Background: an optimization exercise with open tools, aiming at small area, a short achievable clock period and few clock cycles per item. Do not read the settings as production practice.
In this exercise RTL edits were held to simulation tests only and were not proved equivalent to the original.

## angle_frame
module angle_frame(
	input clk,
	input rst,
	input start,
	input [11:0] x,
	input [11:0] y,
	output [55:0] frame,
	output frame_valid
    );
For scale: about 2500 cells after synthesis, ~84 I/O pins, about 16000 sq um of cells after synthesis.
==> flow/config.mk <==
export PLATFORM = sky130hd
export DESIGN_NAME = angle_frame
export DESIGN_NICKNAME = angle_frame
export VERILOG_FILES = /design/flow/design.v
export SDC_FILE = /design/flow/constraint.sdc
export NUM_CORES = 8
export LEC_CHECK = 0
export CAP_MARGIN = 20
export CORE_MARGIN = 2
export CORE_UTILIZATION = 40
export CTS_BUF_LIST = sky130_fd_sc_hd__clkbuf_16
export CTS_CLUSTER_DIAMETER = 80
export CTS_CLUSTER_SIZE = 24
export PLACE_DENSITY = 0.75
export SETUP_SLACK_MARGIN = 4.7
export SLEW_MARGIN = 20
export SYNTH_MEMORY_MAX_BITS = 65536
==> flow/constraint.sdc <==
create_clock -name core_clock -period 8.0 [get_ports {clk}]
set_input_delay 1.6000 -clock core_clock [delete_from_list [all_inputs] [get_ports {clk}]]
set_output_delay 1.6000 -clock core_clock [all_outputs]
set_load 0.01 [all_outputs]
standard.sh (not shown) runs the stock make flow with config.mk's settings and CLKGATE_MAP_FILE= SYNTH_SCRIPT=/design/flow/synth_recipe.tcl, a recipe that flattens the netlist after the stock synthesis.
==> flow/flow/run.sh <==
#!/bin/bash
# Layout flow: the standard synthesis, then the combinational logic
# (everything but the flip-flops, which keep their names and cells) is
# re-mapped by ABC with an area-recovering script; then the standard
# layout from the netlist, with sky130_fd_sc_hd__buf_2 port buffers.
# Every tool's output goes to a log file in this folder.
set -euo pipefail
bash standard.sh synth > flow_synth.log 2>&1
R=orfs/results/sky130hd/angle_frame/base
cp $R/1_2_yosys.v $R/1_2_yosys_standard.v
LIB=$FLOW_HOME/platforms/sky130hd/lib/sky130_fd_sc_hd__tt_025C_1v80.lib
sed -e "s#@IN@#$R/1_2_yosys_standard.v#" -e "s#@OUT@#$R/1_2_yosys.v#" \
    -e "s#@LIB@#$LIB#g" -e "s#@ABC@#flow/resynth.abc#" flow/resynth.ys > resynth.ys
yosys -l yosys_resynth.log -q resynth.ys > /dev/null 2>&1
bash standard.sh BUFFER_PORTS_ARGS="-buffer_cell sky130_fd_sc_hd__buf_2" finish > flow_finish.log 2>&1
Other scripts of this flow, unchanged in this note and not shown: flow/flow/resynth.abc, flow/flow/resynth.ys
Testbench counts at the start, summed over its fixed seeds: cycles 159,356, frames 8,000.
Then changed:
PLACE_DENSITY = default   (was 0.75)
SETUP_SLACK_MARGIN = 4.0   (was 4.7)
What happened:
- hold slack degrades by 0.0067 ns
- core utilization falls by 1.3 points
- worst setup slack got worse by 0.49 ns
- count of clock-buffer cells in the layout is higher by 2
- routed wire length went down by about 0.9%
- critical path depth fell by 4
- synthesized area is unchanged
- cell count drops by about 0.6%
- cell area drops by about 3%
Then changed:
SETUP_SLACK_MARGIN = 4.8   (was 4.0)
Sequential share of layout area drops by 1.0 points.
Fmax climbs by roughly a tenth.
Core utilization climbs by 3.0 points.
Register-to-register slack improved by 0.66 ns.
Design area climbs by a few percent.
Cell count climbs slightly.
Then changed:
SETUP_SLACK_MARGIN = 4.6   (was 4.8)
=>
- wire length goes down by 4.3%
- global-route usage came out lower by 0.73 points
- utilization came out lower by 1.9 points
- fmax rises by 0.85%
- design area falls by about 4%
- hold slack hardly moves
- clock skew goes down by 0.0087 ns

---

Setup of job 4002:
angle_frame, a different RTL version from the one above (not shown whole).
Size in the first run: roughly 84 I/O pins, about 16000 sq um of cells after synthesis.
clock: 8.0 ns
lec_check: 0
cap_margin: 20
core_margin: 2
core_utilization: 40
cts_buf_list: sky130_fd_sc_hd__clkbuf_16
cts_cluster_diameter: 80
cts_cluster_size: 24
setup_slack_margin: 4.6
slew_margin: 20
synth_memory_max_bits: 65536
==> flow/flow/resynth.abc <==
strash
dch
map -B 0.1
topo
stime -c
upsize -c
dnsize -c
==> flow/flow/resynth.ys <==
read_liberty -overwrite -ignore_miss_func @LIB@
read_verilog -overwrite @IN@
hierarchy -top angle_frame
setattr -mod -set keep_hierarchy 1 sky130_fd_sc_hd__df*
flatten
opt_clean
abc -script @ABC@ -liberty @LIB@ -dont_use sky130_fd_sc_hd__lpflow_bleeder_1 -dont_use sky130_fd_sc_hd__lpflow_clkbufkapwr_1 -dont_use sky130_fd_sc_hd__lpflow_clkbufkapwr_16 -dont_use sky130_fd_sc_hd__lpflow_clkbufkapwr_2 -dont_use sky130_fd_sc_hd__lpflow_clkbufkapwr_4 -dont_use sky130_fd_sc_hd__lpflow_clkbufkapwr_8 -dont_use sky130_fd_sc_hd__lpflow_clkinvkapwr_1 -dont_use sky130_fd_sc_hd__lpflow_clkinvkapwr_16 -dont_use sky130_fd_sc_hd__lpflow_clkinvkapwr_2 -dont_use sky130_fd_sc_hd__lpflow_clkinvkapwr_4 -dont_use sky130_fd_sc_hd__lpflow_clkinvkapwr_8 -dont_use sky130_fd_sc_hd__lpflow_decapkapwr_12 -dont_use sky130_fd_sc_hd__lpflow_decapkapwr_3 -dont_use sky130_fd_sc_hd__lpflow_decapkapwr_4 -dont_use sky130_fd_sc_hd__lpflow_decapkapwr_6 -dont_use sky130_fd_sc_hd__lpflow_decapkapwr_8 -dont_use sky130_fd_sc_hd__lpflow_inputiso0n_1 -dont_use sky130_fd_sc_hd__lpflow_inputiso0p_1 -dont_use sky130_fd_sc_hd__lpflow_inputiso1n_1 -dont_use sky130_fd_sc_hd__lpflow_inputiso1p_1 -dont_use sky130_fd_sc_hd__lpflow_inputisolatch_1 -dont_use sky130_fd_sc_hd__lpflow_isobufsrc_1 -dont_use sky130_fd_sc_hd__lpflow_isobufsrc_16 -dont_use sky130_fd_sc_hd__lpflow_isobufsrc_2 -dont_use sky130_fd_sc_hd__lpflow_isobufsrc_4 -dont_use sky130_fd_sc_hd__lpflow_isobufsrc_8 -dont_use sky130_fd_sc_hd__lpflow_isobufsrckapwr_16 -dont_use sky130_fd_sc_hd__lpflow_lsbuf_lh_hl_isowell_tap_1 -dont_use sky130_fd_sc_hd__lpflow_lsbuf_lh_hl_isowell_tap_2 -dont_use sky130_fd_sc_hd__lpflow_lsbuf_lh_hl_isowell_tap_4 -dont_use sky130_fd_sc_hd__lpflow_lsbuf_lh_isowell_4 -dont_use sky130_fd_sc_hd__lpflow_lsbuf_lh_isowell_tap_1 -dont_use sky130_fd_sc_hd__lpflow_lsbuf_lh_isowell_tap_2 -dont_use sky130_fd_sc_hd__lpflow_lsbuf_lh_isowell_tap_4 -dont_use sky130_fd_sc_hd__probe_p_8 -dont_use sky130_fd_sc_hd__probec_p_8 
opt_clean -purge
hilomap -singleton -hicell sky130_fd_sc_hd__conb_1 HI -locell sky130_fd_sc_hd__conb_1 LO
setundef -zero
splitnets
opt_clean -purge
stat -liberty @LIB@
delete =sky130_fd_sc_hd__*
write_verilog -noattr -noexpr -nohex -nodec @OUT@
Scripts as last shown in full above: flow/flow/run.sh
Testbench counts of job 4002, summed over its fixed seeds: cycles 155,428, frames 8,000.
The following lists how job 1530 was set up differently from job 4002:
- GPL_ROUTABILITY_DRIVEN now 0, previously not set
==> flow/flow/resynth.abc <==
strash
dch
map -B 0.2
topo
stime -c
upsize -c
dnsize -c
[summary]
Job 1530: full flow OK, the timing, DRC and antenna checks passed
Compared with job 4002, job 1530 shows pin count of the biggest net entering global routing higher by 1.
Job 4002 → job 1530: post-detailed-route via-to-cell ratio dropped 2.1%; maximum frequency higher.
#### Input delta (job 2906 over job 1530)
- CORE_UTILIZATION now 30, was 40
- GPL_ROUTABILITY_DRIVEN no longer set, was 0
- SETUP_SLACK_MARGIN now 4.7, was 4.6
- Placed cell count sits higher in job 2906 than in job 1530.
- Measured against each other, job 2906 and job 1530 differ in number of buffers other than clock buffers in the final layout, the lower figure coming from job 1530.
- On final clock period utilization by the worst path: between job 2906 and job 1530, it ends up higher for job 1530.
- Between job 1530 and job 2906, the flow reports detail-routed net length per standard cell decreasing by a few percent.
- Re smallest setup slack after layout: job 2906 and job 1530 aren't equal, and the higher value belongs to job 2906.
- Job 2906: global routing usage on met2 is 9.6 points lower than what job 1530 reported.
For job 5124, these inputs were changed with respect to job 2906:
- PLACE_DENSITY now 0.5, previously not set
- CORE_UTILIZATION now 40, was 30
- SETUP_SLACK_MARGIN now 4.6, was 4.7
Notes after the runs:
Where maximum frequency is concerned, job 2906 is outperformed by job 5124.
Job 5124 vs. job 2906: final hold slack up 0.0048 ns, met1 routed wirelength after detailed routing up about 8%, combined global-route utilization of all metal layers up 8.1 points.
Post-route fraction of the period consumed by the critical path, job 5124 and job 2906, lower one = job 5124.
Met3 usage in global routing: higher on job 5124
Synthesized area: job 2906 vs job 5124, no meaningful difference

## port drivers added, routing unchanged
In the flow no input, the clock included, has a driving cell. The finished layouts below were timed again as built, in two steps.
Step 1, drivers: a clkbuf_16 drives clk and a buf_2 each remaining input, both assumed.
Step 2 moves the port delays by t, midway between the first and last clock arrival at a register: inputs arrive t later, outputs are due t later. That takes back most of the time a late clock gives input paths.
a / b / c = no drivers / after step 1 / after step 2; a / b = the first two.
run | shift t [ns] | slack for setup (ns) | clock arrival spread, ns | worst register clock-pin slew, ns
the first run of note 1 | 0.565 | 4.727 / 4.739 / 4.174 | 0.042 / 0.042 | 0.10 / 0.10
the second run of note 1 | 0.581 | 4.240 / 4.240 / 3.968 | 0.024 / 0.025 | 0.10 / 0.10
the third run of note 1 | 0.581 | 4.695 / 4.706 / 4.125 | 0.030 / 0.030 | 0.09 / 0.09
the fourth run of note 1 | 0.579 | 4.723 / 4.730 / 4.150 | 0.020 / 0.021 | 0.10 / 0.10
job 4002 | 0.510 | 4.660 / 4.659 / 4.149 | 0.019 / 0.019 | 0.08 / 0.08
job 1530 | 0.508 | 4.696 / 4.688 / 4.180 | 0.012 / 0.012 | 0.08 / 0.08
job 2906 | 0.544 | 4.709 / 4.708 / 4.164 | 0.024 / 0.024 | 0.08 / 0.08
job 5124 | 0.546 | 4.745 / 4.744 / 4.231 | 0.011 / 0.011 | 0.08 / 0.08
After both steps every run listed still meets setup and hold. For the fourth run of note 1, which loses most, drivers alone change the setup slack by +0.007 ns; drivers and shift together by -0.573 ns.
